What follows belongs to an exercise in optimizing a design on an open flow for small area; a production flow would make more cautious choices.
The RTL was checked by simulation tests, not by an equivalence proof against the original design.
No driver is modelled on the clock port, so clocking that relies on it looks cheaper here than on a real chip.
Power is estimated from default activity; no workload was simulated.

===== design/flow/design.v =====
module register
#(
  parameter int WORD_WIDTH = 1,
  parameter logic [WORD_WIDTH-1:0] RESET_VALUE = 0
)
(
  input  logic                  clk,
  input  logic                  rstn,
  input  logic                  ce,    
  input  logic [WORD_WIDTH-1:0] in,
  output logic [WORD_WIDTH-1:0] out
);
  always_ff @(posedge clk) begin
    if (~rstn)
      out <= RESET_VALUE;
    else if (ce)
      out <= in;
  end
endmodule
module counter #(
    parameter int WORD_WIDTH = 32,
    parameter logic [WORD_WIDTH-1:0] RESET_VALUE = 0
)(
    input  logic clk,
    input  logic rstn,
    input  logic ce,
    output logic [WORD_WIDTH-1:0] count
);
    logic [WORD_WIDTH-1:0] plus_one;
    register #(
        .WORD_WIDTH (WORD_WIDTH),
        .RESET_VALUE(RESET_VALUE)
    ) rvfi_order_reg (
        .clk (clk),
        .rstn(rstn),
        .ce  (ce),
        .in  (plus_one),
        .out (count)
    );
    assign plus_one = count + 1'b1;
endmodule
module shift_register
#(
  parameter int WORD_WIDTH = 1,
  parameter logic [WORD_WIDTH-1:0] RESET_VALUE = 0
)
(
  input  logic                  clk,
  input  logic                  rstn,
  input  logic                  ce,
  input  logic                  in,
  output logic [WORD_WIDTH-1:0] out
);
  register #(.WORD_WIDTH(WORD_WIDTH), .RESET_VALUE(RESET_VALUE))
  shift_register_inst(
    .clk  (clk),
    .rstn (rstn),
    .ce   (ce),
    .in   ({out[WORD_WIDTH-2:0], in}),
    .out  (out)
  );
endmodule
module obi_spi #(
  parameter int unsigned ADDR_WIDTH = 32,
  parameter int unsigned DATA_WIDTH = 32,
  parameter int unsigned NUM_SLAVES = 4
) (
  input logic clk_i,
  input logic rstn_i,
  input   logic                     obi_areq_i,
  output  logic                     obi_agnt_o,
  input   logic [ADDR_WIDTH-1:0]    obi_aaddr_i,
  input   logic [DATA_WIDTH-1:0]    obi_awdata_i,
  input   logic                     obi_awe_i,
  input   logic [DATA_WIDTH/8-1:0]  obi_abe_i,
  output  logic                     obi_rvalid_o,
  input   logic                     obi_rready_i,
  output  logic [DATA_WIDTH-1:0]    obi_rdata_o,
  output  logic                     obi_rerr_o,
  output  logic [NUM_SLAVES-1 : 0]  spi_ss_o,
  output  logic                     spi_sclk_o,
  output  logic                     spi_mosi_o,
  input   logic                     spi_miso_i,
  output  logic                     complete_o
);
  logic [7:0]  tx_q, rx_q;
  logic [15:0] div_q;
  logic [3:0]  ss_q;
  logic        complete_q;
  logic        w_q, r_q, done_q;
  logic [2:0]  idx_q;         
  logic        idx8_q;        
  logic [15:0] cnt_q;         
  logic        sclk_q, sclk_prev_q;
  logic        rvalid_q;
  logic [7:0]  rdata_lo_q;
  logic        rdata_div_q;
  logic addr_ok, a_tx, a_rx, a_div, a_ss, a_ctrl;
  assign addr_ok = ~|obi_aaddr_i[31:5] & ~|obi_aaddr_i[1:0];
  assign a_tx   = addr_ok & (obi_aaddr_i[4:2] == 3'd0);
  assign a_rx   = addr_ok & (obi_aaddr_i[4:2] == 3'd1);
  assign a_div  = addr_ok & (obi_aaddr_i[4:2] == 3'd2);
  assign a_ss   = addr_ok & (obi_aaddr_i[4:2] == 3'd3);
  assign a_ctrl = addr_ok & (obi_aaddr_i[4:2] == 3'd4);
  logic spi_idle, busy, wr, wr_idle;
  assign spi_idle = ~w_q & ~r_q;
  assign busy     = (w_q | r_q) & ~done_q;
  assign wr       = obi_areq_i & ~rvalid_q & obi_awe_i & obi_abe_i[0];
  assign wr_idle  = wr & spi_idle;
  assign obi_agnt_o   = ~rvalid_q;
  assign obi_rvalid_o = rvalid_q;
  assign obi_rerr_o   = 1'b0;
  always_ff @(posedge clk_i) begin
    if (~rstn_i) rvalid_q <= 1'b0;
    else rvalid_q <= rvalid_q ? ~obi_rready_i : obi_areq_i;
  end
  logic [15:0] div_d;
  assign div_d = (wr_idle & a_div) ? obi_awdata_i[15:0] : div_q;
  always_ff @(posedge clk_i) begin
    if (~rstn_i) begin
      tx_q  <= '0;
      div_q <= '0;
      ss_q  <= '0;
    end else begin
      if (wr_idle & a_tx) tx_q <= obi_awdata_i[7:0];
      div_q <= div_d;
      if (wr_idle & a_ss) ss_q <= obi_awdata_i[3:0];
    end
  end
  always_ff @(posedge clk_i) begin
    if (~rstn_i) complete_q <= 1'b0;
    else if (wr & a_ctrl) complete_q <= obi_awdata_i[5];
    else if (done_q) complete_q <= 1'b1;
  end
  logic completed, start;
  assign completed = done_q & ~complete_q;
  assign start     = wr_idle & a_ctrl;
  always_ff @(posedge clk_i) begin
    if (~rstn_i | completed) begin
      w_q <= 1'b0;
      r_q <= 1'b0;
    end else begin
      if (start & obi_awdata_i[0]) w_q <= 1'b1;
      if (start & obi_awdata_i[1]) r_q <= 1'b1;
    end
  end
  always_ff @(posedge clk_i) begin
    if (~rstn_i) done_q <= 1'b0;
    else done_q <= (busy & idx8_q) | (done_q & complete_q);
  end
  logic cnt_zero, sclk_fall, sclk_rise;
  assign cnt_zero  = ~|cnt_q;
  assign sclk_fall = sclk_prev_q & ~sclk_q;
  assign sclk_rise = ~sclk_prev_q & sclk_q;
  always_ff @(posedge clk_i) begin
    if (~busy | cnt_zero) cnt_q <= div_d;
    else cnt_q <= cnt_q - 16'd1;
  end
  always_ff @(posedge clk_i) begin
    if (~rstn_i | ~|ss_q) sclk_q <= 1'b0;
    else if (cnt_zero) sclk_q <= ~sclk_q;
  end
  always_ff @(posedge clk_i) begin
    if (~rstn_i) sclk_prev_q <= 1'b0;
    else sclk_prev_q <= sclk_q;
  end
  always_ff @(posedge clk_i) begin
    if (~rstn_i) begin
      idx_q  <= '0;
      idx8_q <= 1'b0;
    end else begin
      idx8_q <= sclk_fall & (&idx_q);
      if (sclk_fall) idx_q <= idx_q + 3'd1;
    end
  end
  always_ff @(posedge clk_i) begin
    if (~rstn_i) rx_q <= '0;
    else if (sclk_rise & r_q) rx_q <= {rx_q[6:0], spi_miso_i};
  end
  assign spi_ss_o   = ~ss_q;
  assign spi_sclk_o = sclk_q;
  assign spi_mosi_o = w_q & ~r_q & ~done_q & ~idx8_q & tx_q[~idx_q];
  assign complete_o = complete_q;
  logic [7:0] rd_lo;
  assign rd_lo = ({8{a_tx}}  & tx_q)
               | ({8{a_rx}}  & rx_q)
               | ({8{a_div}} & div_q[7:0])
               | ({8{a_ss}}  & {4'b0, ss_q})
               | ({8{a_ctrl}} & {2'b0, complete_q, 2'b0, busy, r_q, w_q});
  always_ff @(posedge clk_i) begin
    if (~rvalid_q) begin
      rdata_lo_q  <= rd_lo;
      rdata_div_q <= a_div;
    end
  end
  assign obi_rdata_o = {16'b0, {8{rdata_div_q}} & div_q[15:8], rdata_lo_q};
endmodule

===== design/flow/flow/run.sh =====
#!/bin/bash
# Standard ORFS layout (the standard.sh), with these changes:
#  - port buffers are buf_1 instead of the default clkdlybuf4s50_1,
#  - one tie cell drives all constant outputs,
#  - CTS uses clkbuf_4 only and inserts no dummy loads,
#  - before repair_design, combinational cells go to their smallest drive strength.
# Each ORFS step's full log stays in orfs/logs/; make's own output goes to standard.log.
set -euo pipefail
export BUFFER_PORTS_ARGS="-buffer_cell sky130_fd_sc_hd__buf_1"
export SKIP_REPAIR_TIE_FANOUT=1
export CTS_ARGS="-sink_clustering_enable -repair_clock_nets -dont_use_dummy_load -buf_list sky130_fd_sc_hd__clkbuf_4"
export PRE_RESIZE_TCL="$PWD/flow/downsize.tcl"
bash standard.sh > standard.log 2>&1

===== design/flow/flow/downsize.tcl =====
# Before repair_design: put every combinational cell at the smallest drive strength of its
# family (synthesis sizes for a far tighter clock than the design has); repair_design then
# upsizes wherever slew, capacitance or fanout need it.
set db [ord::get_db]
set block [[$db getChip] getBlock]
set smallest [dict create]
foreach lib [$db getLibs] {
  foreach m [$lib getMasters] {
    set n [$m getName]
    if {[regexp {^(sky130_fd_sc_hd__[a-z0-9]+)_([0-9]+)$} $n -> fam drv]} {
      set a [expr {[$m getWidth] * [$m getHeight]}]
      if {![dict exists $smallest $fam] || $a < [lindex [dict get $smallest $fam] 1]} {
        dict set smallest $fam [list $m $a]
      }
    }
  }
}
set n_swapped 0
foreach inst [$block getInsts] {
  set m [$inst getMaster]
  set n [$m getName]
  if {![regexp {^(sky130_fd_sc_hd__[a-z0-9]+)_([0-9]+)$} $n -> fam drv]} { continue }
  if {[regexp {__(df|edf|sdf|dl|clk|conb|tap|fill|decap|diode)} $n]} { continue }
  if {![dict exists $smallest $fam]} { continue }
  set best [lindex [dict get $smallest $fam] 0]
  if {[$best getName] ne $n} {
    $inst swapMaster $best
    incr n_swapped
  }
}
puts "downsize: swapped $n_swapped instances to their family's smallest cell"

===== design/flow/standard.sh =====
#!/bin/bash
# synth_recipe.tcl (not shown) runs the flow's synth.tcl, then flattens the netlist and writes it again
# the make line also repeats each setting of config.mk as NAME=value (left out here)
make -C /OpenROAD-flow-scripts/flow DESIGN_CONFIG=/design/flow/config.mk WORK_HOME=/design/flow/orfs CLKGATE_MAP_FILE= SYNTH_SCRIPT=/design/flow/synth_recipe.tcl "${@:-finish}"

===== design/flow/config.mk =====
export PLATFORM = sky130hd
export DESIGN_NAME = obi_spi
export DESIGN_NICKNAME = obi_spi
export VERILOG_FILES = /design/flow/design.v
export SDC_FILE = /design/flow/constraint.sdc
export NUM_CORES = 4
export LEC_CHECK = 0
export CAP_MARGIN = 20
export CORE_MARGIN = 2
export CORE_UTILIZATION = 75
export PLACE_DENSITY = 0.9
export SLEW_MARGIN = 20

===== design/flow/constraint.sdc =====
create_clock -name core_clock -period 10.0 [get_ports {clk_i}]
set_input_delay 2.0000 -clock core_clock [delete_from_list [all_inputs] [get_ports {clk_i}]]
set_output_delay 2.0000 -clock core_clock [all_outputs]
set_load 0.01 [all_outputs]

==> flow_summary.toml, run 1 <==
[status]
status = "complete, no violations"

[detailed_routing]
drt_wl_total_um = 8130
viasPerCell = 6.15
drt_pass1_iterations = 5
drc = 0
drtAntennaViolNets = 0
wl_per_cell_um = 16.6
dr_total_vias = 3013
drtIter0Drc = 227

[synthesis]
synth_top_area_share_pct = 35.3
seq_area_frac_synth_pct = 42.9
yosys-top-cells-area = "dfxtp_1, mux2i_1, edfxtp_1, buf_4, nor2b_1"
synth-edff-count = 9
yosys_warnings = 1
async_reset_ff_share_pct = 0
yosys.area.top_type = "dfxtp_1"
syn_area_um2 = 3570
synth-seq-cells = 72
avgSynthCellArea_um2 = 9.34
syn-num-nets = 460
yosysMostFrequentCell = "dfxtp_1"
synth_top_cells_by_count = "dfxtp_1, mux2i_1, nand2_1, nor2_1, nor2b_1"
synth_ff_type = "dfxtp_1"
syn_inst = 382
ys_types = 48

[setup_path]
reg2reg_from = "cnt_q[6]"
crit_fanout = 15
max_stage_delay_ns = 0.69
cp-startpoint = "obi_aaddr_i[3]"
crit_chain = "buf_1 > nor2b_1 > nand4b_1 > nor3_2 > buf_6 > mux2i_1 > mux2i_1"
cpMostUsedCell = "mux2i_1"
critPathKind = "in -> reg"
required_ns = 10.24
crit_path_top_delay_cell = "nor3_2"
startpoint_type = "input pin"
endpoint_kind = "flip-flop"
cp.arrival_ns = 4.71

[min_path]
hold_path.startpoint = "tx_q[0]"
hold_class = "reg -> reg"

[timing]
fin_worst_skew_ns = 0.0287
worst_pin_slew_ns = 1.07
hold_viol = 0
setup_viol = 0
hold_ws_ns = 0.486
rsz0062_at_grt = "no"
drv_slew = 0
fin_crit_sh_pct = 44.6
fmax_mhz = 224
final.min_clock_period_ns = 4.46
fin_setup_tns_ns = 0
slew_headroom_pct = 28.1

[floorplanning]
ioPinCount = 116
initial_core_util_pct = 76.6
die_y_um = 73.0
die_w_um = 73.0
num_rows = 25
core_um2 = 4660
die-area_um2 = 5330

[global_routing]
grt_pass1_wl_um = 13200
grt_usage_pct = 32.5
first_global_vias = 2875
use_met2_pct = 51.5
antenna_found_initial = 0
grtUsageMet1_pct = 42.8
grtUsageMet3_pct = 5.66
busiest_layer = "met2"
grt_start_max_net_pins = 58
grt_overflow_total = 0

[pwr]
power.density_nw_per_um2 = 119
peakVddDrop_uv = 89.4
leakage_nw = 1.37

[layout]
final-seq-area_um2 = 1530
syn_to_final_growth_pct = 5.82
fillers = 315
drive_gt1_share_pct = 4.13
num_antenna_cells = 0
nets = 516
multi_input_area_um2 = 1760

[clock_tree]
cts_sinks = 72
cts_resized = 0
cts_tree = "done"
cts_buffer_depth = 2
clk_latency_ns = 0.41
numCtsBuffers = 9
clk_pin_slew_ns = 0.10
cts_setup_buffers = 0
h-tree-depth = 3
holdBufCountCts = 0
root_buffer = "clkbuf_4"

[place]
io_buffer_count = 79
globalplace.congestion = 0.856
place_hpwl_um = 5940

[run]
drv_cap = 0
## sequential cells by signal, summed over array words and instances (netlist names)
signal	count
div_q	16
cnt_q	16
idx_q	3
ss_q	4
complete_q	1
tx_q	8
rvalid_q	1
r_q	1
rdata_div_q	1
sclk_prev_q	1
rx_q	8
done_q	1
w_q	1
idx8_q	1
rdata_lo_q	8
sclk_q	1
## cells in the final DEF, fill, tap and decap left out, drive strengths merged, types with 10 or more instances in the layout
master,count
and2,11
o21ai,19
nor4,13
a21boi,11
nand2,33
clkbuf,10
nor2b,20
buf,80
nand3,13
nor2,31
a31oi,10
dfxtp,63
mux2i,33
## cell type report
cell class | count | share of cell area, %
multi-input combinational | 265 | 46.7
sequential | 72 | 40.6
timing repair buffer | 81 | 8.32
clock buffer | 9 | 1.79
tap | 54 | 1.79
inverter | 9 | 0.895
## power breakdown
part           internal, mW  switching, mW
logic                0.0103         0.0183
registers             0.295        0.00141
clock network        0.0419         0.0840
total                 0.347          0.104
## path summary, 6_finish.rpt
check | endpoint | slack [ns] | cells after the start
setup reg to reg | cnt_q[2] | 7.22 | 5
hold / removal | tx_q[0] | 0.49 | 2
setup / recovery | cnt_q[14] | 5.54 | 7
hold reg to reg | tx_q[0] | 0.49 | 2
## critical path, delay by kind of cell
family	cells	cell delay, ns
mux	2	0.41
simple gates	3	1.42
buf+inv	2	0.87
## through the flow
stage               power (mW)  setup slack, ns  cell area, um^2  utilization [%]  instances
floorplan                0.323             6.47             3570                -        382
global placement         0.330             5.09             3720             79.8        479
detailed placement       0.331             5.16             3710             79.6        481
CTS                      0.452             5.57             3780             81.0        490
global route             0.466             5.30             3780             81.0        490
finish                   0.451             5.54             3780             81.0        490
## layer usage
metal	routed length [um]	vias up
met5	0	-
met4	240	0
met3	496	27
met2	3900	154
met1	3500	1395
li1	-	1437
## kinds of logic (layout without fill, tap and decap cells)
group / after synthesis / after routing / synth area share [%]
compound gates: 60 / 60 / 10.6
xor+xnor: 14 / 14 / 3.44
fa+ha+maj: 4 / 4 / 1.40
buf+inv: 45 / 99 / 6.94
flops: 72 / 72 / 42.9
mux: 37 / 37 / 11.8
other cells: 1 / 1 / 0.105
simple gates: 149 / 149 / 22.8
==> run 2, diff against run 1 <==
--- a/design/flow/flow/run.sh
+++ b/design/flow/flow/run.sh
@@ -10,3 +10,3 @@
 export SKIP_REPAIR_TIE_FANOUT=1
-export CTS_ARGS="-sink_clustering_enable -repair_clock_nets -dont_use_dummy_load -buf_list sky130_fd_sc_hd__clkbuf_4"
+export CTS_ARGS="-sink_clustering_enable -repair_clock_nets -dont_use_dummy_load -buf_list sky130_fd_sc_hd__clkbuf_4 -root_buf sky130_fd_sc_hd__clkbuf_8"
 export PRE_RESIZE_TCL="$PWD/flow/downsize.tcl"
--- a/design/flow/config.mk
+++ b/design/flow/config.mk
@@ -9,4 +9,4 @@
 export CORE_MARGIN = 2
-export CORE_UTILIZATION = 75
-export PLACE_DENSITY = 0.9
+export CORE_UTILIZATION = 65
+export PLACE_DENSITY = 0.85
 export SLEW_MARGIN = 20
==> run 2 against run 1 <==
Still clean on timing, DRC and antenna. Via count fell by 2.4%. Final cell count rose by 3.3%. Count of clock-buffer cells in the layout did not move. Worst setup slack got worse by 0.17 ns. Routed wire length fell by 3.9%. Synthesized cell count did not move. First-iteration DRC count is 22% lower. Hold slack got worse by 0.0037 ns. Sequential cell count is the same. Sequential power hardly changed. Critical path type unchanged. Largest cell class unchanged. Highest routed layer unchanged.
==> flow_summary.toml, run 2 <==
[place]
io_buffer_count = 79
place_hpwl_um = 5660
place_inst = 497
postPlaceCellArea_um2 = 3730
globalplace.congestion = 0.844

[synthesis]
yosysMostFrequentCell = "dfxtp_1"
avgSynthCellArea_um2 = 9.34
syn_inst = 382
synth_ff_type = "dfxtp_1"
seq_area_frac_synth_pct = 42.9
ys_types = 48
synth-seq-cells = 72
synth_top_area_share_pct = 35.3
yosys.area.top_type = "dfxtp_1"
yosys_warnings = 1
synth_top_cells_by_count = "dfxtp_1, mux2i_1, nand2_1, nor2_1, nor2b_1"
syn_area_um2 = 3570
syn-num-nets = 460
yosys-top-cells-area = "dfxtp_1, mux2i_1, edfxtp_1, buf_4, nor2b_1"
async_reset_ff_share_pct = 0
synth-edff-count = 9

[clock_tree]
cts_sinks = 72
cts_tree = "done"
cts_buffer_depth = 2
h-tree-depth = 3
cts_resized = 0
root_buffer = "clkbuf_8"
cts_setup_buffers = 0
clk_latency_ns = 0.34
numCtsBuffers = 9
holdBufCountCts = 0
clk_pin_slew_ns = 0.08

[timing]
slew_headroom_pct = 34.1
final.min_clock_period_ns = 4.64
hold_viol = 0
drv_slew = 0
fmax_mhz = 216
worst_pin_slew_ns = 0.979
rsz0062_at_grt = "no"
fin_crit_sh_pct = 46.4
fin_worst_skew_ns = 0.0164
hold_ws_ns = 0.482
fin_setup_tns_ns = 0
setup_viol = 0

[setup_path]
critical_path.top_delay_family = "simple AND/OR/NAND/NOR gates"
crit_chain = "buf_1 > nor2b_1 > nand4b_1 > nor3_2 > buf_6 > mux2i_1 > mux2i_1"
crit_fanout = 15
max_stage_delay_ns = 0.77
reg2reg_from = "cnt_q[6]"
cpMostUsedCell = "mux2i_1"
r2r_end = "cnt_q[12]"
required_ns = 10.19
path_depth = 7
endpoint_kind = "flip-flop"
critPathKind = "in -> reg"
crit_path_top_delay_cell = "nor3_2"
cp.arrival_ns = 4.83
startpoint_type = "input pin"
critical_path_buf_inv_count = 2
rrSetupSlack_ns = 7.23
reg2reg_depth = 5

[min_path]
min_delay_path_depth = 2
hold_class = "reg -> reg"
worstHoldEndpoint = "tx_q[4]"
hold_path.startpoint = "tx_q[4]"

[detailed_routing]
dr_total_vias = 2941
drtIter0Drc = 177
viasPerCell = 5.81
drt_pass1_iterations = 5
wl_per_cell_um = 15.4
drc = 0
drtAntennaViolNets = 0
drt_wl_total_um = 7820

[floorplanning]
die_w_um = 78.1
initial_core_util_pct = 68.6
num_rows = 26
ioPinCount = 116
die_y_um = 78.1
die-area_um2 = 6100
core_um2 = 5200

[pwr]
leakage_nw = 1.39
peakVddDrop_uv = 109
power.density_nw_per_um2 = 129
power_uw = 496

[global_routing]
antenna_found_initial = 0
first_global_vias = 2854
grt_usage_pct = 26.7
grt_overflow_total = 0
grt_start_max_net_pins = 58
grt_pass1_wl_um = 12800

[layout]
multi_input_area_um2 = 1770
design_area_um2 = 3860
nets = 516
final_common_cell = "buf_1"
syn_to_final_growth_pct = 8.13
mostFrequentLayoutCells = "buf_1, dfxtp_1, mux2i_1, nand2_1, nor2_1"
drive_gt1_share_pct = 4.36
num_antenna_cells = 0
instances_no_fill = 506
fillers = 410
final-seq-area_um2 = 1530
reg_top3 = "cnt_q x16, div_q x16"

[run]
drv_cap = 0

[status]
status = "complete, no violations"
==> run 2: changes by cell type in the layout (fill, tap and decap cells not counted) <==
cell      delta
clkbuf_4     -9
nor4_2       +1
clkbuf_8     +9
nor4_1       -1
==> run 2: power by group <==
group	switching [mW]	internal (mW)	total [mW]
combinational	0.0178	0.0103	0.0281
clock	0.0914	0.0802	0.172
sequential	0.00151	0.295	0.297
==> run 2: layout make-up <==
cell class | instances | share of cell area (%)
well taps | 70 | 2.27
repair buffers | 81 | 8.14
inverters | 9 | 0.875
flip-flops and latches | 72 | 39.7
multi-input cells | 265 | 45.8
clock buffers | 9 | 3.21
==> run 2: worst reg2reg max path: cells and delay by family (launching register included) <==
family | cells | cell delay (ns)
AO/OA/AOI/OAI | 1 | 0.19
flip-flops | 1 | 0.33
AND/OR/NAND/NOR | 4 | 2.19
==> run 2: kinds of logic (layout without fill, tap and decap cells) <==
logic type	count (synthesis)	in the layout	share of synthesized area, %
AND/OR/NAND/NOR	149	149	22.8
flip-flops	72	72	42.9
AO/OA/AOI/OAI	60	60	10.6
buffers and inverters	45	99	6.94
multiplexers	37	37	11.8
XOR/XNOR	14	14	3.44
adder cells (fa/ha/maj)	4	4	1.40
other	1	1	0.105
==> run 2: through the flow <==
stage / util, % / worst slack [ns]
finish: 74.1 / 5.36
global placement: 71.9 / 5.07
floorplan: - / 6.47
detailed placement: 71.6 / 5.07
CTS: 74.0 / 5.41
global route: 74.1 / 5.09
==> run 2: layer usage <==
metal  vias to the layer above  track usage [%]  wire length, um
met5                         -                0                0
met3                        18             4.48              397
met4                         0             11.9              171
met1                      1393             34.2             3480
li1                       1431                -                -
met2                        99             44.5             3770
==> run 2: worst max-delay path by stage <==
| stage | to | from | slack, ns |
|---|---|---|---|
| detailed placement | cnt_q[9] | obi_aaddr_i[3] | 5.07 |
| global placement | cnt_q[9] | obi_aaddr_i[3] | 5.07 |
| floorplan | ss_q[0] | obi_aaddr_i[12] | 6.47 |
| global route | cnt_q[9] | obi_aaddr_i[3] | 5.09 |
| CTS | cnt_q[14] | obi_aaddr_i[3] | 5.41 |
| finish | cnt_q[14] | obi_aaddr_i[3] | 5.36 |
==> run 3, diff against run 2 <==
--- a/design/flow/design.v
+++ b/design/flow/design.v
@@ -183,13 +183,16 @@
   assign complete_o = complete_q;
-  logic [7:0] rd_lo;
-  assign rd_lo = ({8{a_tx}}  & tx_q)
-               | ({8{a_rx}}  & rx_q)
-               | ({8{a_div}} & div_q[7:0])
-               | ({8{a_ss}}  & {4'b0, ss_q})
-               | ({8{a_ctrl}} & {2'b0, complete_q, 2'b0, busy, r_q, w_q});
-  always_ff @(posedge clk_i) begin
-    if (~rvalid_q) begin
-      rdata_lo_q  <= rd_lo;
-      rdata_div_q <= a_div;
-    end
+  logic s_tx, s_rx, s_div, s_ss, s_ctrl;
+  assign s_tx   = a_tx   & ~rvalid_q;
+  assign s_rx   = a_rx   & ~rvalid_q;
+  assign s_div  = a_div  & ~rvalid_q;
+  assign s_ss   = a_ss   & ~rvalid_q;
+  assign s_ctrl = a_ctrl & ~rvalid_q;
+  always_ff @(posedge clk_i) begin
+    rdata_lo_q <= ({8{rvalid_q}} & rdata_lo_q)
+                | ({8{s_tx}}  & tx_q)
+                | ({8{s_rx}}  & rx_q)
+                | ({8{s_div}} & div_q[7:0])
+                | ({8{s_ss}}  & {4'b0, ss_q})
+                | ({8{s_ctrl}} & {2'b0, complete_q, 2'b0, busy, r_q, w_q});
+    rdata_div_q <= (rvalid_q & rdata_div_q) | s_div;
   end
--- a/design/flow/flow/run.sh
+++ b/design/flow/flow/run.sh
@@ -10,3 +10,3 @@
 export SKIP_REPAIR_TIE_FANOUT=1
-export CTS_ARGS="-sink_clustering_enable -repair_clock_nets -dont_use_dummy_load -buf_list sky130_fd_sc_hd__clkbuf_4 -root_buf sky130_fd_sc_hd__clkbuf_8"
+export CTS_ARGS="-sink_clustering_enable -repair_clock_nets -dont_use_dummy_load -buf_list sky130_fd_sc_hd__clkbuf_4"
 export PRE_RESIZE_TCL="$PWD/flow/downsize.tcl"
--- a/design/flow/config.mk
+++ b/design/flow/config.mk
@@ -9,4 +9,4 @@
 export CORE_MARGIN = 2
-export CORE_UTILIZATION = 65
-export PLACE_DENSITY = 0.85
+export CORE_UTILIZATION = 75
+export PLACE_DENSITY = 0.9
 export SLEW_MARGIN = 20
==> run 3 against run 2 <==
Still clean. Via count fell by 2.7%. Routed wire length down 3.6%. Sequential power decreased by 3%. Synthesized cell count fell by 2.6%. Global-route usage rose by 3.0 points. Count of clock-buffer cells in the layout unchanged. Combinational power shrank 11%. Die area decreased by 13%. Clock power shrank 26%. Highest routed layer unchanged.
==> flow_summary.toml, run 3 <==
[clock_tree]
holdBufCountCts = 0
clk_latency_ns = 0.43
root_buffer = "clkbuf_4"
numCtsBuffers = 9
h-tree-depth = 3
cts_tree = "done"
clk_pin_slew_ns = 0.12
cts_sinks = 72
cts_buffer_depth = 2
cts_resized = 0
cts_setup_buffers = 0

[synthesis]
synth-edff-count = 1
synth_top_cells_by_count = "dfxtp_1, mux2i_1, nand2_1, nor2b_1, nor2_1"
yosys.area.top_type = "dfxtp_1"
syn_area_um2 = 3550
avgSynthCellArea_um2 = 9.56
syn-num-nets = 450
synth-seq-cells = 72
seq_area_frac_synth_pct = 40.8
yosysMostFrequentCell = "dfxtp_1"
synth_ff_type = "dfxtp_1"
yosys_warnings = 1
async_reset_ff_share_pct = 0
syn_inst = 372
yosys-top-cells-area = "dfxtp_1, mux2i_1, nor2b_1, nand2_1, buf_4"
ys_types = 46
synth_top_area_share_pct = 40.0

[setup_path]
required_ns = 8.00
endpoint_kind = "output pin"
critPathKind = "reg -> out"
cp.arrival_ns = 1.78
startpoint_type = "flip-flop"
crit_fanout = 4

[layout]
final_util_pct = 80.5
num_antenna_cells = 0
syn_to_final_growth_pct = 5.53
drive_gt1_share_pct = 4.19
nets = 510
reg_top3 = "cnt_q x16, div_q x16"
final_common_cell = "buf_1"
mostFrequentLayoutCells = "buf_1, dfxtp_1, mux2i_1"

[detailed_routing]
drtIter0Drc = 158
drt_pass1_iterations = 5
dr_total_vias = 2863
drt_wl_total_um = 7530
drtAntennaViolNets = 0
drc = 0
wl_per_cell_um = 15.6
viasPerCell = 5.92

[timing]
setup_viol = 0
hold_viol = 0
fin_worst_skew_ns = 0.0362
final.min_clock_period_ns = 3.78
worst_pin_slew_ns = 0.891
fin_crit_sh_pct = 37.8
drv_slew = 0
slew_headroom_pct = 40.6
rsz0062_at_grt = "no"
fin_setup_tns_ns = 0
fmax_mhz = 265
hold_ws_ns = 0.472

[pwr]
leakage_nw = 1.51
power.internal_uw = 339
clkPwrFrac_pct = 28.9
power.net_switching_uw = 103
power.density_nw_per_um2 = 118
pwr-share-comb_pct = 5.6
p_sw_share_pct = 23.3
pwr-share-seq_pct = 65.4
peakVddDrop_uv = 91.9
power_uw = 442

[floorplanning]
die_w_um = 72.8
initial_core_util_pct = 76.3
num_rows = 25
ioPinCount = 116
die_y_um = 72.8
die-area_um2 = 5310
core_um2 = 4660

[min_path]
hold_class = "reg -> reg"

[run]
drv_cap = 0

[global_routing]
antenna_found_initial = 0
grt_overflow_total = 0
grt_usage_pct = 29.6
first_global_vias = 2622
grt_pass1_wl_um = 11900
grt_start_max_net_pins = 54

[place]
place_hpwl_um = 5630
io_buffer_count = 79
globalplace.congestion = 0.896

[status]
status = "complete, no violations"
-- run 3: changes by cell type after synthesis, sizes merged, moves of 4 or more --
cell,previous run,this run
o21a,4,0
nand3,13,3
dfxtp,63,71
nor2b,20,29
a22o,0,4
a31oi,10,3
mux2i,33,52
edfxtp,9,1
a21boi,11,1
o21ai,19,14
nor2,31,19
-- run 3: area by class of cell --
class                      count  area (um^2)
inverter                      12         45.0
multi-input combinational    255         1810
clock buffer                   9         67.6
timing repair buffer          82          312
sequential                    72         1450
fill                         337          910
tap                           54         67.6
-- run 3: stage by stage --
| stage | cell area [um^2] | worst slack, ns | std cells |
|---|---|---|---|
| after floorplan | 3550 | 6.24 | 372 |
| after detailed placement | 3680 | 5.96 | 475 |
| after global placement | 3740 | 6.06 | 474 |
| final | 3750 | 6.22 | 484 |
| after CTS | 3750 | 6.20 | 484 |
| after global routing | 3750 | 6.10 | 484 |
-- run 3: metal layers --
| metal | track usage (%) | up-vias | share of wire (%) |
|---|---|---|---|
| met1 | 37.9 | 1329 | 43 |
| met4 | 13.8 | 0 | 3.1 |
| met5 | 0 | - | 0 |
| li1 | - | 1390 | - |
| met2 | 47.7 | 124 | 48 |
| met3 | 6.77 | 20 | 6.1 |
-- run 3: path summary, 6_finish.rpt --
check                              startpoint             to  slack, ns  cells past startpoint
worst max-delay path                 idx_q[0]     spi_mosi_o       6.22                      4
worst min-delay path            rdata_lo_q[2]  rdata_lo_q[2]       0.47                      2
worst max register to register      cnt_q[11]       cnt_q[2]       7.16                      6
worst min register to register  rdata_lo_q[2]  rdata_lo_q[2]       0.47                      2
-- run 3: cells by family after synthesis --
kind of cell / synth area share [%]
other: 0.105
AOI/OAI and AO/OA: 7.81
and+or+nand+nor: 21.3
muxes: 17.8
DFF: 40.8
xor gates and xnor gates: 3.70
buffers and inverters: 7.04
adders and majority gates: 1.41
-- run 3: worst max-delay path, cell delays in order (launching register included) --
cell     delay (ns)
dfxtp_1        0.46
mux4_2         0.54
mux2i_1        0.15
nor4b_1        0.08
buf_1          0.13
-- run 3: power groups by stage --
stage / Combinational (mW) / Sequential (mW) / Clock [mW]
6_report: 0.0249 / 0.289 / 0.128
2_1_floorplan: 0.0191 / 0.295 / 0
5_1_grt: 0.0276 / 0.290 / 0.140
3_3_place_gp: 0.0238 / 0.296 / 0
4_1_cts: 0.0246 / 0.289 / 0.128
3_5_place_dp: 0.0244 / 0.296 / 0
==> run 4, diff against run 3 <==
--- a/design/flow/flow/run.sh
+++ b/design/flow/flow/run.sh
@@ -5,3 +5,4 @@
 #  - CTS uses clkbuf_4 only and inserts no dummy loads,
-#  - before repair_design, combinational cells go to their smallest drive strength.
+#  - before repair_design, combinational cells go to their smallest drive strength,
+#  - after CTS, the root clock buffer is a clkbuf_8.
 # Each ORFS step's full log stays in orfs/logs/; make's own output goes to standard.log.
@@ -12,2 +13,3 @@
 export PRE_RESIZE_TCL="$PWD/flow/downsize.tcl"
+export POST_CTS_TCL="$PWD/flow/root_clkbuf.tcl"
 bash standard.sh > standard.log 2>&1
==> design/flow/flow/root_clkbuf.tcl (new file) <==
# After CTS: the clock port drives one clkbuf_4 that in turn drives every leaf clock buffer.
# Give that root buffer more drive (clkbuf_8) for a sharper clock edge at the leaves, then
# legalize the placement again.
set db [ord::get_db]
set block [[$db getChip] getBlock]
set big [$db findMaster sky130_fd_sc_hd__clkbuf_8]
set clk_net [$block findNet clk_i]
foreach iterm [$clk_net getITerms] {
  set inst [$iterm getInst]
  if {[string match "sky130_fd_sc_hd__clkbuf_*" [[$inst getMaster] getName]]} {
    puts "root_clkbuf: [$inst getName] [[$inst getMaster] getName] -> sky130_fd_sc_hd__clkbuf_8"
    $inst swapMaster $big
  }
}
detailed_placement
check_placement -verbose
estimate_parasitics -placement
==> run 4 against run 3 <==
Still clean on timing, DRC and antenna. Sequential power about the same. Register-to-register slack about the same. Clock power up 4%. Via count up 0.17%. Highest routed layer unchanged.
==> flow_summary.toml, run 4 <==
[status]
status = "complete, no violations"

[synthesis]
ys_types = 46
synth_top_area_share_pct = 40.0
synth-seq-cells = 72
synth_ff_type = "dfxtp_1"
synth_top_cells_by_count = "dfxtp_1, mux2i_1, nand2_1, nor2b_1, nor2_1"
yosys-top-cells-area = "dfxtp_1, mux2i_1, nor2b_1, nand2_1, buf_4"
synth-edff-count = 1
syn_area_um2 = 3550
syn-num-nets = 450
synth.area.mux_share_pct = 17.8
yosys.area.top_type = "dfxtp_1"
yosysMostFrequentCell = "dfxtp_1"
seq_area_frac_synth_pct = 40.8
synth_fa_ha_area_share_pct = 1.41
async_reset_ff_share_pct = 0
synth_compound_area_share_pct = 7.81
synthSimpleGateAreaFrac_pct = 21.3
synth_top_family_by_area = "simple AND/OR/NAND/NOR gates"
syn_inst = 372
yosys_warnings = 1
synth_xor_area_share_pct = 3.70
avgSynthCellArea_um2 = 9.56

[global_routing]
grt_usage_pct = 29.6
grt_pass1_wl_um = 11900
first_global_vias = 2622
grt_overflow_total = 0
antenna_found_initial = 0
grt_start_max_net_pins = 54

[timing]
fin_setup_tns_ns = 0
rsz0062_at_grt = "no"
slew_headroom_pct = 40.8
final.min_clock_period_ns = 3.71
worst_pin_slew_ns = 0.888
fin_crit_sh_pct = 37.1
fmax_mhz = 269
setup_viol = 0
drv_slew = 0
fin_worst_skew_ns = 0.0362
hold_viol = 0

[layout]
nets = 510
drive_gt1_share_pct = 4.19
final_common_cell = "buf_1"
final-seq-area_um2 = 1450
reg_top3 = "cnt_q x16, div_q x16"
syn_to_final_growth_pct = 5.70
multi_input_area_um2 = 1810
mostFrequentLayoutCells = "buf_1, dfxtp_1, mux2i_1"
num_antenna_cells = 0
fillers = 335

[setup_path]
r2r_end = "cnt_q[2]"
cp.arrival_ns = 1.71
required_ns = 8.00
crit_chain = "mux4_2 > mux2i_1 > nor4b_1 > buf_1"
rrSetupSlack_ns = 7.16
cp-startpoint = "idx_q[0]"
crit_end = "spi_mosi_o"
endpoint_kind = "output pin"
crit_fanout = 4
reg2reg_depth = 6
startpoint_type = "flip-flop"
max_stage_delay_ns = 0.54
critPathKind = "reg -> out"
reg2reg_from = "cnt_q[11]"
crit_path_top_delay_cell = "mux4_2"

[floorplanning]
core_um2 = 4660
num_rows = 25
die_y_um = 72.8
ioPinCount = 116
die-area_um2 = 5310
initial_core_util_pct = 76.3
die_w_um = 72.8

[clock_tree]
cts_sinks = 72
cts_tree = "done"
clk_latency_ns = 0.36
clk_pin_slew_ns = 0.12

[pwr]
peakVddDrop_uv = 92.1
power.density_nw_per_um2 = 119
leakage_nw = 1.52
power_uw = 447

[min_path]
hold_class = "reg -> reg"
min_delay_path_depth = 2

[place]
io_buffer_count = 79
place_hpwl_um = 5630
globalplace.congestion = 0.896

[detailed_routing]
drc = 0
drt_wl_total_um = 7520
dr_total_vias = 2868
wl_per_cell_um = 15.5
drtAntennaViolNets = 0
drt_pass1_iterations = 5
drtIter0Drc = 157
viasPerCell = 5.93

[run]
drv_cap = 0
## run 4: cell count changes in the layout (fill, tap and decap cells not counted)
cell | previous run | this run
clkbuf_4 | 9 | 8
clkbuf_8 | 0 | 1
## run 4: area by class of cell
class	count	area share [%]
Tap cell	54	1.80
Multi-Input combinational cell	255	48.1
Timing Repair Buffer	82	8.29
Sequential cell	72	38.6
Inverter	12	1.20
Clock buffer	9	1.96
## run 4: metal layers
layer	vias up	track usage, %	share of wire, %
met4	0	13.8	3.1
met2	125	47.7	48
met5	-	0	0
li1	1390	-	-
met3	20	6.77	6.2
met1	1333	37.9	43
## run 4: cell families after synthesis
logic type | after synthesis
XOR/XNOR | 15
buffers and inverters | 45
multiplexers | 57
AO/OA/AOI/OAI | 38
adder cells (fa/ha/maj) | 4
other | 1
flip-flops | 72
AND/OR/NAND/NOR | 140
## run 4: how the worst min path moves through the flow
| stage | end | start |
|---|---|---|
| final | rdata_lo_q[2] | rdata_lo_q[2] |
| after detailed placement | rdata_lo_q[2] | rdata_lo_q[2] |
| after floorplan | tx_q[0] | tx_q[0] |
| after global placement | rdata_lo_q[1] | rdata_lo_q[1] |
| after global routing | rdata_lo_q[3] | rdata_lo_q[3] |
## run 4: critical path, delay by kind of cell, from the launching register on
family / cells / cell delay (ns)
DFF: 1 / 0.46
buffers and inverters: 1 / 0.13
and+or+nand+nor: 1 / 0.08
muxes: 2 / 0.69
## run 4: power by group
group          internal, mW  switching [mW]
logic               0.00950          0.0154
clock network        0.0466          0.0860
registers             0.288         0.00159
## run 4: stage by stage
stage               instance area [um^2]  hold WS [ns]  util (%)  std cells  worst slack [ns]
floorplan                           3550         0.445         -        372              6.24
global placement                    3740         0.442      80.2        474              6.06
detailed placement                  3680         0.452      79.0        475              5.96
global route                        3760         0.501      80.6        484              6.03
finish                              3760         0.472      80.6        484              6.29
==> run 5, diff against run 4 <==
--- a/design/flow/flow/run.sh
+++ b/design/flow/flow/run.sh
@@ -6,3 +6,3 @@
 #  - before repair_design, combinational cells go to their smallest drive strength,
-#  - after CTS, the root clock buffer is a clkbuf_8.
+#  - after CTS, clock buffers with an output slew over 100 ps become clkbuf_8.
 # Each ORFS step's full log stays in orfs/logs/; make's own output goes to standard.log.
@@ -13,3 +13,3 @@
 export PRE_RESIZE_TCL="$PWD/flow/downsize.tcl"
-export POST_CTS_TCL="$PWD/flow/root_clkbuf.tcl"
+export POST_CTS_TCL="$PWD/flow/clkbuf_upsize.tcl"
 bash standard.sh > standard.log 2>&1
==> design/flow/flow/clkbuf_upsize.tcl (new file) <==
set db [ord::get_db]
set block [[$db getChip] getBlock]
set big [$db findMaster sky130_fd_sc_hd__clkbuf_8]
estimate_parasitics -placement
set swapped 0
foreach inst [$block getInsts] {
  set name [[$inst getMaster] getName]
  if {![string match "sky130_fd_sc_hd__clkbuf_*" $name] || $name eq "sky130_fd_sc_hd__clkbuf_8"} { continue }
  set pin [get_pins -of_objects [get_cells [$inst getName]] -filter "direction==output"]
  set slew [get_property $pin slew_max]
  if {$slew > 0.100} {
    puts "clkbuf_upsize: [$inst getName] $name slew $slew -> sky130_fd_sc_hd__clkbuf_8"
    $inst swapMaster $big
    incr swapped
  }
}
if {$swapped > 0} {
  detailed_placement
  check_placement -verbose
  estimate_parasitics -placement
}
removed: design/flow/flow/root_clkbuf.tcl
==> run 5 against run 4 <==
Global-route usage about the same. Final cell count unchanged. Critical path depth increased by 3. Power increased by 0.69%. First-iteration DRC count increased by 21%. Worst setup slack improved by 0.019 ns. Non-clock buffer count unchanged. Sequential power about the same. Critical endpoint is now cnt_q[5]. Highest routed layer unchanged.
==> flow_summary.toml, run 5 <==
[status]
status = "complete, no violations"

[min_path]
hold_path.startpoint = "rdata_lo_q[2]"
hold_class = "reg -> reg"
worstHoldEndpoint = "rdata_lo_q[2]"
min_delay_path_depth = 2

[layout]
fillers = 331
reg_top3 = "cnt_q x16, div_q x16"
mostFrequentLayoutCells = "buf_1, dfxtp_1, mux2i_1"
num_antenna_cells = 0
syn_to_final_growth_pct = 6.12
nets = 510
instances_no_fill = 484
final_common_cell = "buf_1"
drive_gt1_share_pct = 4.19

[detailed_routing]
wl_per_cell_um = 15.6
drtAntennaViolNets = 0
viasPerCell = 5.96
drc = 0
drt_pass1_iterations = 4
dr_total_vias = 2886
drt_wl_total_um = 7540
drtIter0Drc = 190

[timing]
hold_ws_ns = 0.474
final.min_clock_period_ns = 3.69
drv_slew = 0
rsz0062_at_grt = "no"
hold_viol = 0
fin_worst_skew_ns = 0.0196
setup_viol = 0
fin_crit_sh_pct = 36.9
worst_pin_slew_ns = 0.735
slew_headroom_pct = 51.0
fmax_mhz = 271
fin_setup_tns_ns = 0

[floorplanning]
num_rows = 25
initial_core_util_pct = 76.3
die-area_um2 = 5310
core_um2 = 4660
ioPinCount = 116
die_w_um = 72.8
die_y_um = 72.8

[setup_path]
r2r_end = "cnt_q[2]"
cp.arrival_ns = 3.89
crit_chain = "buf_1 > nor4_1 > nand4_1 > nor4_1 > buf_2 > mux2i_1 > a21oi_1"
critical_path_buf_inv_count = 2
crit_fanout = 17
rrSetupSlack_ns = 7.15
required_ns = 10.20
critical_path.top_delay_family = "simple AND/OR/NAND/NOR gates"
path_depth = 7
critPathKind = "in -> reg"
endpoint_kind = "flip-flop"
max_stage_delay_ns = 0.51
startpoint_type = "input pin"
reg2reg_depth = 6
reg2reg_from = "cnt_q[11]"
cpMostUsedCell = "nor4_1"
crit_path_top_delay_cell = "buf_2"

[clock_tree]
clk_pin_slew_ns = 0.09
clk_latency_ns = 0.34
cts_sinks = 72
cts_tree = "done"

[synthesis]
syn_inst = 372
yosys.area.top_type = "dfxtp_1"
syn-num-nets = 450
avgSynthCellArea_um2 = 9.56
synth_ff_type = "dfxtp_1"
synth-seq-cells = 72
yosys_warnings = 1
synth_top_area_share_pct = 40.0
async_reset_ff_share_pct = 0
syn_area_um2 = 3550
seq_area_frac_synth_pct = 40.8
yosysMostFrequentCell = "dfxtp_1"
synth-edff-count = 1
synth_top_cells_by_count = "dfxtp_1, mux2i_1, nand2_1, nor2b_1, nor2_1"
ys_types = 46
yosys-top-cells-area = "dfxtp_1, mux2i_1, nor2b_1, nand2_1, buf_4"

[pwr]
power.density_nw_per_um2 = 119
leakage_nw = 1.52
peakVddDrop_uv = 100

[place]
place_inst = 475
globalplace.congestion = 0.896
io_buffer_count = 79
place_hpwl_um = 5630

[global_routing]
grt_usage_pct = 29.7
grt_start_max_net_pins = 54
antenna_found_initial = 0
first_global_vias = 2630
grt_pass1_wl_um = 11900
grt_overflow_total = 0

[run]
drv_cap = 0
-- run 5: cell types whose count changed in the layout (fill, tap and decap cells not counted) --
cell	delta
clkbuf_8	+2
clkbuf_2	-1
clkbuf_4	-1
-- run 5: worst reg2reg max path, delay by kind of cell (launching register included) --
| kind | cells | cell delay, ns |
|---|---|---|
| and+or+nand+nor | 3 | 1.08 |
| DFF | 1 | 0.33 |
| AOI/OAI and AO/OA | 2 | 0.81 |
| buffers and inverters | 1 | 0.55 |
-- run 5: layer usage --
layer	share of wire, %	track usage, %	wire length, um	vias up
li1	-	-	-	1391
met1	44	37.7	3280	1344
met2	48	48.3	3590	127
met5	0	0	0	-
met3	5.5	6.49	414	24
met4	3.3	13.8	246	0
-- run 5: worst max-delay path by stage --
stage	start	slack [ns]	endpoint
2_1_floorplan	obi_aaddr_i[14]	6.24	r_q
3_3_place_gp	obi_aaddr_i[23]	6.06	w_q
3_5_place_dp	obi_aaddr_i[14]	5.96	cnt_q[5]
5_1_grt	obi_aaddr_i[21]	6.04	cnt_q[5]
6_report	obi_aaddr_i[21]	6.31	cnt_q[5]
-- run 5: final cells by class --
class / count / area (um^2) / share of cell area (%)
inverters: 12 / 45.0 / 1.19
repair buffers: 82 / 320 / 8.49
multi-input cells: 255 / 1810 / 47.9
clock buffers: 9 / 80.1 / 2.12
well taps: 54 / 67.6 / 1.79
flip-flops and latches: 72 / 1450 / 38.5
-- run 5: kinds of logic after synthesis --
kind of cell,Yosys count,share of synthesized area [%]
AO/OA/AOI/OAI,38,7.81
XOR/XNOR,15,3.70
adder cells (fa/ha/maj),4,1.41
buffers and inverters,45,7.04
flip-flops,72,40.8
multiplexers,57,17.8
other,1,0.105
AND/OR/NAND/NOR,140,21.3
-- run 5: metrics by stage --
| step | util (%) | power (mW) | setup slack [ns] | cell area [um^2] |
|---|---|---|---|---|
| detailed placement | 79.0 | 0.320 | 5.96 | 3680 |
| global placement | 80.2 | 0.320 | 6.06 | 3740 |
| finish | 80.9 | 0.450 | 6.31 | 3770 |
| global route | 80.9 | 0.467 | 6.04 | 3770 |
| floorplan | - | 0.314 | 6.24 | 3550 |
-- run 5: report_power, final --
part | internal (mW) | switching, mW
Clock | 0.0508 | 0.0848
Combinational | 0.00974 | 0.0153
Sequential | 0.288 | 0.00160
==> run 6, diff against run 5 <==
--- a/design/flow/flow/clkbuf_upsize.tcl
+++ b/design/flow/flow/clkbuf_upsize.tcl
@@ -8,2 +8,7 @@
   if {![string match "sky130_fd_sc_hd__clkbuf_*" $name] || $name eq "sky130_fd_sc_hd__clkbuf_8"} { continue }
+  set out_net ""
+  foreach iterm [$inst getITerms] {
+    if {[$iterm isOutputSignal]} { set out_net [$iterm getNet] }
+  }
+  if {$out_net eq "" || [$out_net getSigType] ne "CLOCK"} { continue }
   set pin [get_pins -of_objects [get_cells [$inst getName]] -filter "direction==output"]
==> run 6 against run 5 <==
Synthesized cell count unchanged. Combinational power about the same. Count of clock-buffer cells in the layout unchanged. Hold slack worse by 0.0023 ns. Sequential power about the same. Sequential cell count unchanged. Register-to-register slack about the same. Synthesized area unchanged. Critical endpoint unchanged. Global-route usage down 0.088 points.
==> flow_summary.toml, run 6 <==
[timing]
setup_viol = 0
hold_viol = 0
fin_setup_tns_ns = 0
rsz0062_at_grt = "no"
layout_setup_ws_ns = 6.30
worst_pin_slew_ns = 0.900
hold_ws_ns = 0.471
final.min_clock_period_ns = 3.70
drv_slew = 0
fmax_mhz = 270
fin_worst_skew_ns = 0.0216
fin_crit_sh_pct = 37.0
slew_headroom_pct = 40.0

[floorplanning]
initial_core_util_pct = 76.3
die_w_um = 72.8
die-area_um2 = 5310
core_um2 = 4660
ioPinCount = 116
num_rows = 25
die_y_um = 72.8

[place]
place_hpwl_um = 5630
io_buffer_count = 79
pre_cts_slack_ns = 5.96
globalplace.congestion = 0.896

[detailed_routing]
drtIter0Drc = 217
drc = 0
viasPerCell = 5.99
drt_pass1_iterations = 6
wl_per_cell_um = 15.6
drtAntennaViolNets = 0
drt_wl_total_um = 7540
dr_total_vias = 2897

[layout]
final_common_cell = "buf_1"
drive_gt1_share_pct = 4.19
syn_to_final_growth_pct = 5.88
mostFrequentLayoutCells = "buf_1, dfxtp_1, mux2i_1"
final_util_pct = 80.8
reg_top3 = "cnt_q x16, div_q x16"
num_antenna_cells = 0
nets = 510

[synthesis]
syn_area_um2 = 3550
syn-num-nets = 450
syn_inst = 372
avgSynthCellArea_um2 = 9.56
synth_ff_type = "dfxtp_1"
yosys.area.top_type = "dfxtp_1"
synth-edff-count = 1
yosys_warnings = 1
async_reset_ff_share_pct = 0
seq_area_frac_synth_pct = 40.8
yosys-top-cells-area = "dfxtp_1, mux2i_1, nor2b_1, nand2_1, buf_4"
synth_top_cells_by_count = "dfxtp_1, mux2i_1, nand2_1, nor2b_1, nor2_1"
synth-seq-cells = 72
yosysMostFrequentCell = "dfxtp_1"
ys_types = 46
synth_top_area_share_pct = 40.0

[setup_path]
startpoint_type = "input pin"
cp.arrival_ns = 3.90
required_ns = 10.20
cpMostUsedCell = "nor4_1"
critical_path_buf_inv_count = 2
crit_chain = "buf_1 > nor4_1 > nand4_1 > nor4_1 > buf_2 > mux2i_1 > a21oi_1"
endpoint_kind = "flip-flop"
critPathKind = "in -> reg"
max_stage_delay_ns = 0.52
crit_path_top_delay_cell = "buf_2"
crit_fanout = 17
critical_path.top_delay_family = "simple AND/OR/NAND/NOR gates"

[pwr]
peakVddDrop_uv = 97.7
leakage_nw = 1.52
power.density_nw_per_um2 = 120
power_uw = 450

[status]
status = "complete, no violations"

[clock_tree]
cts_sinks = 72
clk_pin_slew_ns = 0.09
clk_latency_ns = 0.34
cts_tree = "done"

[run]
drv_cap = 0

[global_routing]
grt_usage_pct = 29.6
grt_start_max_net_pins = 54
antenna_found_initial = 0
grt_pass1_wl_um = 11900
grt_overflow_total = 0
first_global_vias = 2637

[min_path]
hold_class = "reg -> reg"
## run 6: final timing paths
kind / startpoint / to / slack [ns] / depth (start not counted)
max: obi_aaddr_i[21] / cnt_q[5] / 6.30 / 7
min: rdata_lo_q[2] / rdata_lo_q[2] / 0.47 / 2
max reg2reg: cnt_q[11] / cnt_q[2] / 7.15 / 6
min reg2reg: rdata_lo_q[2] / rdata_lo_q[2] / 0.47 / 2
## run 6: layout make-up
| class | instances | area (um^2) |
|---|---|---|
| multi-input combinational | 255 | 1810 |
| sequential | 72 | 1450 |
| fill | 336 | 897 |
| timing repair buffer | 82 | 312 |
| clock buffer | 9 | 80.1 |
| tap | 54 | 67.6 |
| inverter | 12 | 45.0 |
## run 6: cells by family after synthesis
| family | Yosys count | share of synthesized area [%] |
|---|---|---|
| xor+xnor | 15 | 3.70 |
| simple gates | 140 | 21.3 |
| fa+ha+maj | 4 | 1.41 |
| mux | 57 | 17.8 |
| flops | 72 | 40.8 |
| other cells | 1 | 0.105 |
| compound gates | 38 | 7.81 |
| buf+inv | 45 | 7.04 |
## run 6: power by group
group | internal [mW] | total [mW] | switching [mW]
clock network | 0.0509 | 0.136 | 0.0855
logic | 0.00951 | 0.0249 | 0.0154
registers | 0.288 | 0.289 | 0.00158
total | 0.348 | 0.450 | 0.102
## run 6: stage by stage
step,area (um^2),instances
6_report,3760,484
3_5_place_dp,3680,475
2_1_floorplan,3550,372
3_3_place_gp,3740,474
5_1_grt,3760,484
## run 6: layer usage
| metal | global-route usage, % | vias up | wire [um] |
|---|---|---|---|
| li1 | - | 1395 | - |
| met5 | 0 | - | 0 |
| met2 | 48.1 | 128 | 3600 |
| met3 | 6.63 | 22 | 452 |
| met1 | 37.6 | 1352 | 3250 |
| met4 | 13.6 | 0 | 233 |
## run 6: worst reg2reg max path: stages, from the launching register on
cell     delay [ns]
dfxtp_1        0.33
or4_1          0.57
or3_1          0.40
o41ai_2        0.66
buf_1          0.55
nor2_1         0.11
a31oi_1        0.15
==> run 7, diff against run 6 <==
--- a/design/flow/flow/run.sh
+++ b/design/flow/flow/run.sh
@@ -4,2 +4,3 @@
 #  - one tie cell drives all constant outputs,
+#  - after floorplan, the combinational logic is re-mapped for area (OpenROAD restructure),
 #  - CTS uses clkbuf_4 only and inserts no dummy loads,
@@ -12,2 +13,3 @@
 export CTS_ARGS="-sink_clustering_enable -repair_clock_nets -dont_use_dummy_load -buf_list sky130_fd_sc_hd__clkbuf_4"
+export POST_FLOORPLAN_TCL="$PWD/flow/restructure.tcl"
 export PRE_RESIZE_TCL="$PWD/flow/downsize.tcl"
==> design/flow/flow/restructure.tcl (new file) <==
# After floorplan: re-map the combinational logic for area with OpenROAD's restructure (ABC);
# the standard synthesis maps it for speed, and the 10 ns clock leaves ample slack.
# Registers are not touched. Afterwards one tie cell per constant value drives every constant
# load again.
set_dont_use $::env(DONT_USE_CELLS)
set rmp_dir $::env(OBJECTS_DIR)/restructure
file mkdir $rmp_dir
set lo [join $::env(TIELO_CELL_AND_PORT) /]
set hi [join $::env(TIEHI_CELL_AND_PORT) /]
# restructure's ABC reads the liberty file as it is, so give it a copy without the don't-use cells
set dont_use [dict create]
foreach c $::env(DONT_USE_CELLS) { dict set dont_use $c 1 }
set fin [open [lindex $::env(LIB_FILES) 0] r]
set fout [open $rmp_dir/lib_no_dont_use.lib w]
set skip 0
set depth 0
while {[gets $fin line] >= 0} {
  if {!$skip && [regexp {^\s*cell\s*\(\s*"?([A-Za-z0-9_]+)"?\s*\)} $line -> cname] && [dict exists $dont_use $cname]} {
    set skip 1
    set depth 0
  }
  if {$skip} {
    incr depth [expr {[string length $line] - [string length [string map {"\{" ""} $line]]}]
    incr depth [expr {[string length [string map {"\}" ""} $line]] - [string length $line]}]
    if {$depth <= 0 && [string first "\}" $line] >= 0} { set skip 0 }
    continue
  }
  puts $fout $line
}
close $fin
close $fout

report_design_area
restructure -target area -liberty_file $rmp_dir/lib_no_dont_use.lib \
  -tielo_port $lo -tiehi_port $hi -work_dir $rmp_dir -abc_logfile $rmp_dir/abc.log
report_design_area

# merge tie cells: keep the first tie cell of each kind, move every load of the others to it
set block [ord::get_db_block]
set keep [dict create]
foreach inst [$block getInsts] {
  set master [$inst getMaster]
  if {[$master getName] ne [lindex $::env(TIELO_CELL_AND_PORT) 0]} { continue }
  foreach iterm [$inst getITerms] {
    if {![$iterm isOutputSignal]} { continue }
    set net [$iterm getNet]
    if {$net eq "NULL" || $net eq ""} { continue }
    set port [[$iterm getMTerm] getName]
    if {![dict exists $keep $port]} {
      dict set keep $port $net
      continue
    }
    set knet [dict get $keep $port]
    foreach load [$net getITerms] {
      if {[$load isOutputSignal]} { continue }
      $load disconnect
      $load connect $knet
    }
    foreach bt [$net getBTerms] {
      # a constant output port: the kept net takes it over
      $bt disconnect
      $bt connect $knet
    }
  }
}
set removed 0
foreach inst [$block getInsts] {
  if {[[$inst getMaster] getName] ne [lindex $::env(TIELO_CELL_AND_PORT) 0]} { continue }
  set used 0
  foreach iterm [$inst getITerms] {
    if {[$iterm isOutputSignal] && [$iterm getNet] ne "NULL" && [$iterm getNet] ne ""} {
      set n [$iterm getNet]
      if {[llength [$n getITerms]] > 1 || [llength [$n getBTerms]] > 0} { set used 1 }
    }
  }
  if {!$used} {
    foreach iterm [$inst getITerms] {
      set n [$iterm getNet]
      if {$n ne "NULL" && $n ne ""} {
        $iterm disconnect
        if {[llength [$n getITerms]] == 0 && [llength [$n getBTerms]] == 0} { odb::dbNet_destroy $n }
      }
    }
    odb::dbInst_destroy $inst
    incr removed
  }
}
puts "restructure: removed $removed extra tie cells"
report_design_area
--- a/design/flow/config.mk
+++ b/design/flow/config.mk
@@ -9,4 +9,4 @@
 export CORE_MARGIN = 2
-export CORE_UTILIZATION = 75
-export PLACE_DENSITY = 0.9
+export CORE_UTILIZATION = 55
+export PLACE_DENSITY = 0.7
 export SLEW_MARGIN = 20
==> run 7 against run 6 <==
Still clean on timing, DRC and antenna. Via count down 4.1%. Critical path depth is 3 higher. Routed wire length down 4.0%. Fmax fell by 36%. Final area decreased by 8.7%. Sequential cell count unchanged. Final cell count rose by 1.9%. Non-clock buffer count did not move. Global-route usage is 8.5 points lower. Clock power rose by 13%. Largest cell class is now registers.
==> flow_summary.toml, run 7 <==
[clock_tree]
clk_pin_slew_ns = 0.09
cts_tree = "done"
cts_sinks = 72
clk_latency_ns = 0.35

[detailed_routing]
drt_wl_total_um = 7240
drc = 0
drt_pass1_iterations = 4
drtIter0Drc = 143
wl_per_cell_um = 14.7
drtAntennaViolNets = 0
viasPerCell = 5.64
dr_total_vias = 2779

[synthesis]
yosysMostFrequentCell = "dfxtp_1"
synth_top_area_share_pct = 40.0
ys_types = 46
syn-num-nets = 450
synth-seq-cells = 72
yosys_warnings = 1
yosys-top-cells-area = "dfxtp_1, mux2i_1, nor2b_1, nand2_1, buf_4"
synth-edff-count = 1
avgSynthCellArea_um2 = 9.56
yosys.area.top_type = "dfxtp_1"
syn_area_um2 = 3550
seq_area_frac_synth_pct = 40.8
synth_top_cells_by_count = "dfxtp_1, mux2i_1, nand2_1, nor2b_1, nor2_1"
synth_ff_type = "dfxtp_1"
syn_inst = 372
async_reset_ff_share_pct = 0

[floorplanning]
ioPinCount = 116
num_rows = 29
die-area_um2 = 7120
die_y_um = 84.4
core_um2 = 6310
die_w_um = 84.4
initial_core_util_pct = 56.3

[setup_path]
critPathKind = "in -> reg"
r2r_end = "cnt_q[8]"
cp.arrival_ns = 5.94
endpoint_kind = "flip-flop"
startpoint_type = "input pin"
rrSetupSlack_ns = 6.58
reg2reg_from = "rvalid_q"
required_ns = 10.16
crit_fanout = 17
cp-startpoint = "obi_aaddr_i[29]"
reg2reg_depth = 8

[timing]
hold_viol = 0
final.min_clock_period_ns = 5.77
fin_worst_skew_ns = 0.0240
drv_slew = 0
rsz0062_at_grt = "no"
worst_pin_slew_ns = 1.07
slew_headroom_pct = 28.0
layout_setup_ws_ns = 4.23
fin_setup_tns_ns = 0
fin_crit_sh_pct = 57.7
setup_viol = 0
fmax_mhz = 173

[place]
pre_cts_slack_ns = 3.85
place_hpwl_um = 5250
postPlaceCellArea_um2 = 3340
io_buffer_count = 79
globalplace.congestion = 0.800

[pwr]
power.net_switching_uw = 109
pwr-share-seq_pct = 61.5
power.density_nw_per_um2 = 136
clkPwrFrac_pct = 32.8
power.internal_uw = 360
p_sw_share_pct = 23.2
peakVddDrop_uv = 67.7
leakage_nw = 1.14
pwr-share-comb_pct = 5.7

[layout]
drive_gt1_share_pct = 2.16
design_area_um2 = 3440
reg_top3 = "cnt_q x16, div_q x16"
mostFrequentLayoutCells = "buf_1, dfxtp_1, nor2_1"
syn_to_final_growth_pct = -3.34
final_common_cell = "buf_1"
num_antenna_cells = 0
nets = 492

[global_routing]
grt_overflow_total = 0
antenna_found_initial = 0
grt_start_max_net_pins = 26
first_global_vias = 2522
grt_usage_pct = 21.1
grt_pass1_wl_um = 11900

[min_path]
hold_class = "reg -> reg"
min_delay_path_depth = 2
hold_path.startpoint = "rdata_lo_q[6]"
worstHoldEndpoint = "rdata_lo_q[6]"

[status]
status = "complete, no violations"

[run]
drv_cap = 0
-- run 7: routing by layer --
layer  vias to the layer above  part of all wire (%)  GRT usage, %
met4                         0                   1.2          6.93
li1                       1410                     -             -
met3                         9                   6.4          5.31
met2                        79                    45          33.3
met1                      1281                    47          28.5
met5                         -                     0             0
-- run 7: how the worst max path moves through the flow --
stage | cells after the start | slack [ns] | to
finish | 10 | 4.23 | cnt_q[8]
detailed placement | 10 | 3.85 | cnt_q[8]
floorplan | 6 | 6.24 | r_q
global placement | 10 | 4.62 | cnt_q[8]
global route | 10 | 3.92 | cnt_q[6]
-- run 7: worst max-delay path: stages --
cell and delay, ns:
buf_1 0.06, or4_1 0.51, or3_1 0.38, or4_1 0.44, or3_1 0.37, nor4_1 0.20, buf_1 0.68, clkinv_1 0.71
a22oi_1 0.42, a22oi_1 0.13
-- run 7: layout make-up --
cell class,instances,area [um^2]
Clock buffer,9,98.8
Fill cell,625,2880
Inverter,27,101
Multi-Input combinational cell,226,1380
Sequential cell,72,1450
Tap cell,77,96.3
Timing Repair Buffer,82,308
-- run 7: per-stage QoR --
step           std cells  hold slack, ns  utilization (%)  power, mW
2_1_floorplan        372           0.445                -      0.314
3_3_place_gp         484           0.434             53.1      0.322
3_5_place_dp         484           0.442             52.9      0.322
5_1_grt              493           0.486             54.4      0.489
6_report             493           0.458             54.4      0.469
-- run 7: cells by family after synthesis --
group | synth area share (%)
compound gates | 7.81
xor+xnor | 3.70
fa+ha+maj | 1.41
buf+inv | 7.04
flops | 40.8
mux | 17.8
other cells | 0.105
simple gates | 21.3
-- run 7: power by group through the flow --
stage | clock network, mW | registers [mW] | logic [mW]
final | 0.154 | 0.289 | 0.0267
after global routing | 0.170 | 0.289 | 0.0302
after detailed placement | 0 | 0.295 | 0.0268
after global placement | 0 | 0.295 | 0.0267
after floorplan | 0 | 0.295 | 0.0191
==> run 8, diff against run 7 <==
--- a/design/flow/config.mk
+++ b/design/flow/config.mk
@@ -9,4 +9,3 @@
 export CORE_MARGIN = 2
-export CORE_UTILIZATION = 55
-export PLACE_DENSITY = 0.7
+export CORE_UTILIZATION = 40
 export SLEW_MARGIN = 20
==> run 8 against run 7 <==
Still clean on timing, DRC and antenna. Synthesized area did not move. Final area is 0.95% higher. Worst setup slack is essentially flat.
==> flow_summary.toml, run 8 <==
[pwr]
clkPwrFrac_pct = 31.5
p_sw_share_pct = 22.8
leakage_nw = 1.14
power.density_nw_per_um2 = 133
pwr-share-comb_pct = 5.9
power.net_switching_uw = 105
pwr-share-seq_pct = 62.6
peakVddDrop_uv = 51.2
power.internal_uw = 356

[timing]
setup_viol = 0
hold_viol = 0
slew_headroom_pct = 30.9
rsz0062_at_grt = "no"
fmax_mhz = 173
fin_crit_sh_pct = 57.7
drv_slew = 0
fin_worst_skew_ns = 0.0221
fin_setup_tns_ns = 0
worst_pin_slew_ns = 1.03
final.min_clock_period_ns = 5.77

[setup_path]
max_stage_delay_ns = 0.73
startpoint_type = "input pin"
required_ns = 10.18
endpoint_kind = "flip-flop"
critPathKind = "in -> reg"
critical_path_buf_inv_count = 3
crit_chain = "buf_1 > or4_1 > or3_1 > or4_1 > or3_1 > nor4_1 > buf_1 > clkinv_1 > a22oi_1 > a22oi_1"
crit_fanout = 17
critical_path.top_delay_family = "simple AND/OR/NAND/NOR gates"
cp.arrival_ns = 5.95
crit_path_top_delay_cell = "clkinv_1"

[global_routing]
grt_pass1_wl_um = 12700
grt_usage_pct = 16.3
antenna_found_initial = 0
grt_overflow_total = 0
first_global_vias = 2676
grt_start_max_net_pins = 26

[layout]
final_common_cell = "buf_1"
mostFrequentLayoutCells = "buf_1, dfxtp_1, nor2_1"
num_antenna_cells = 0
drive_gt1_share_pct = 2.16
fillers = 922
syn_to_final_growth_pct = -2.43
multi_input_area_um2 = 1380
final-seq-area_um2 = 1450
reg_top3 = "cnt_q x16, div_q x16"
design_area_um2 = 3470
nets = 492

[clock_tree]
clk_pin_slew_ns = 0.08
clk_latency_ns = 0.34
cts_sinks = 72
cts_tree = "done"

[place]
io_buffer_count = 79
globalplace.congestion = 0.803
place_hpwl_um = 5830
postPlaceCellArea_um2 = 3380

[synthesis]
synth_ff_type = "dfxtp_1"
syn-num-nets = 450
syn_area_um2 = 3550
yosys_warnings = 1
synth-edff-count = 1
yosys-top-cells-area = "dfxtp_1, mux2i_1, nor2b_1, nand2_1, buf_4"
synth_top_area_share_pct = 40.0
avgSynthCellArea_um2 = 9.56
ys_types = 46
yosys.area.top_type = "dfxtp_1"
yosysMostFrequentCell = "dfxtp_1"
syn_inst = 372
synth_top_cells_by_count = "dfxtp_1, mux2i_1, nand2_1, nor2b_1, nor2_1"
seq_area_frac_synth_pct = 40.8
synth-seq-cells = 72
async_reset_ff_share_pct = 0

[detailed_routing]
drtAntennaViolNets = 0
wl_per_cell_um = 14.8
drtIter0Drc = 141
drt_pass1_iterations = 4
drt_wl_total_um = 7760
drc = 0
dr_total_vias = 2794
viasPerCell = 5.33

[floorplanning]
initial_core_util_pct = 41.0
ioPinCount = 116
die_w_um = 98.3
die_y_um = 98.3
die-area_um2 = 9660
num_rows = 34
core_um2 = 8680

[min_path]
hold_class = "reg -> reg"

[status]
status = "complete, no violations"

[run]
drv_cap = 0
run 8: worst reg2reg max path, cell delays in order, from the launching register on:
cell and delay (ns):
dfxtp_1 0.42, clkinv_1 0.15, nand4_1 0.14, or3_1 0.35, nor4_1 0.25, buf_1 0.68, clkinv_1 0.73, a22oi_1 0.45
a22oi_1 0.13
run 8: cell type report:
type	count	area share [%]
multi-input cells	226	39.8
repair buffers	82	8.87
clock buffers	9	2.67
well taps	108	3.90
inverters	27	2.92
flip-flops and latches	72	41.8
run 8: kinds of logic after synthesis:
logic type	count (synthesis)	synth area share, %
compound gates	38	7.81
buf+inv	45	7.04
fa+ha+maj	4	1.41
mux	57	17.8
flops	72	40.8
xor+xnor	15	3.70
other cells	1	0.105
simple gates	140	21.3
run 8: power by group through the flow:
stage               logic, mW  registers, mW  clock network (mW)
finish                 0.0273          0.289               0.145
detailed placement     0.0274          0.295                   0
global route           0.0307          0.289               0.166
floorplan              0.0191          0.295                   0
global placement       0.0275          0.295                   0
run 8: per-stage QoR:
stage                     total power [mW]  utilization [%]  instances  worst slack [ns]  hold slack (ns)
after global placement               0.323             39.1        515              4.28            0.434
final                                0.461             40.0        524              4.23            0.459
after detailed placement             0.323             38.9        515              3.91            0.447
after global routing                 0.485             40.0        524              3.97            0.481
after floorplan                      0.314                -        372              6.24            0.445
run 8: layer usage:
layer / track usage [%] / share of wire, % / wire, um / up-vias
li1: - / - / - / 1409
met1: 19.7 / 46 / 3550 / 1293
met2: 28.4 / 47 / 3650 / 88
met3: 5.58 / 6.8 / 531 / 4
met4: 3.16 / 0.37 / 29 / 0
met5: 0 / 0 / 0 / -
run 8: worst paths after layout:
check / startpoint / end / slack (ns) / cells past startpoint
hold reg to reg: rdata_lo_q[0] / rdata_lo_q[0] / 0.46 / 2
setup / recovery: obi_aaddr_i[29] / cnt_q[8] / 4.23 / 10
setup reg to reg: rvalid_q / cnt_q[8] / 6.54 / 8
hold / removal: rdata_lo_q[0] / rdata_lo_q[0] / 0.46 / 2

Re-timed with assumed drivers on the ports (clkbuf_16 on the clock, buf_2 on other inputs), run 8 has 4.231 ns of setup slack against 4.227 ns with ideal ports, and 3.879 ns once port delays also move by the mid clock arrival of 0.353 ns.
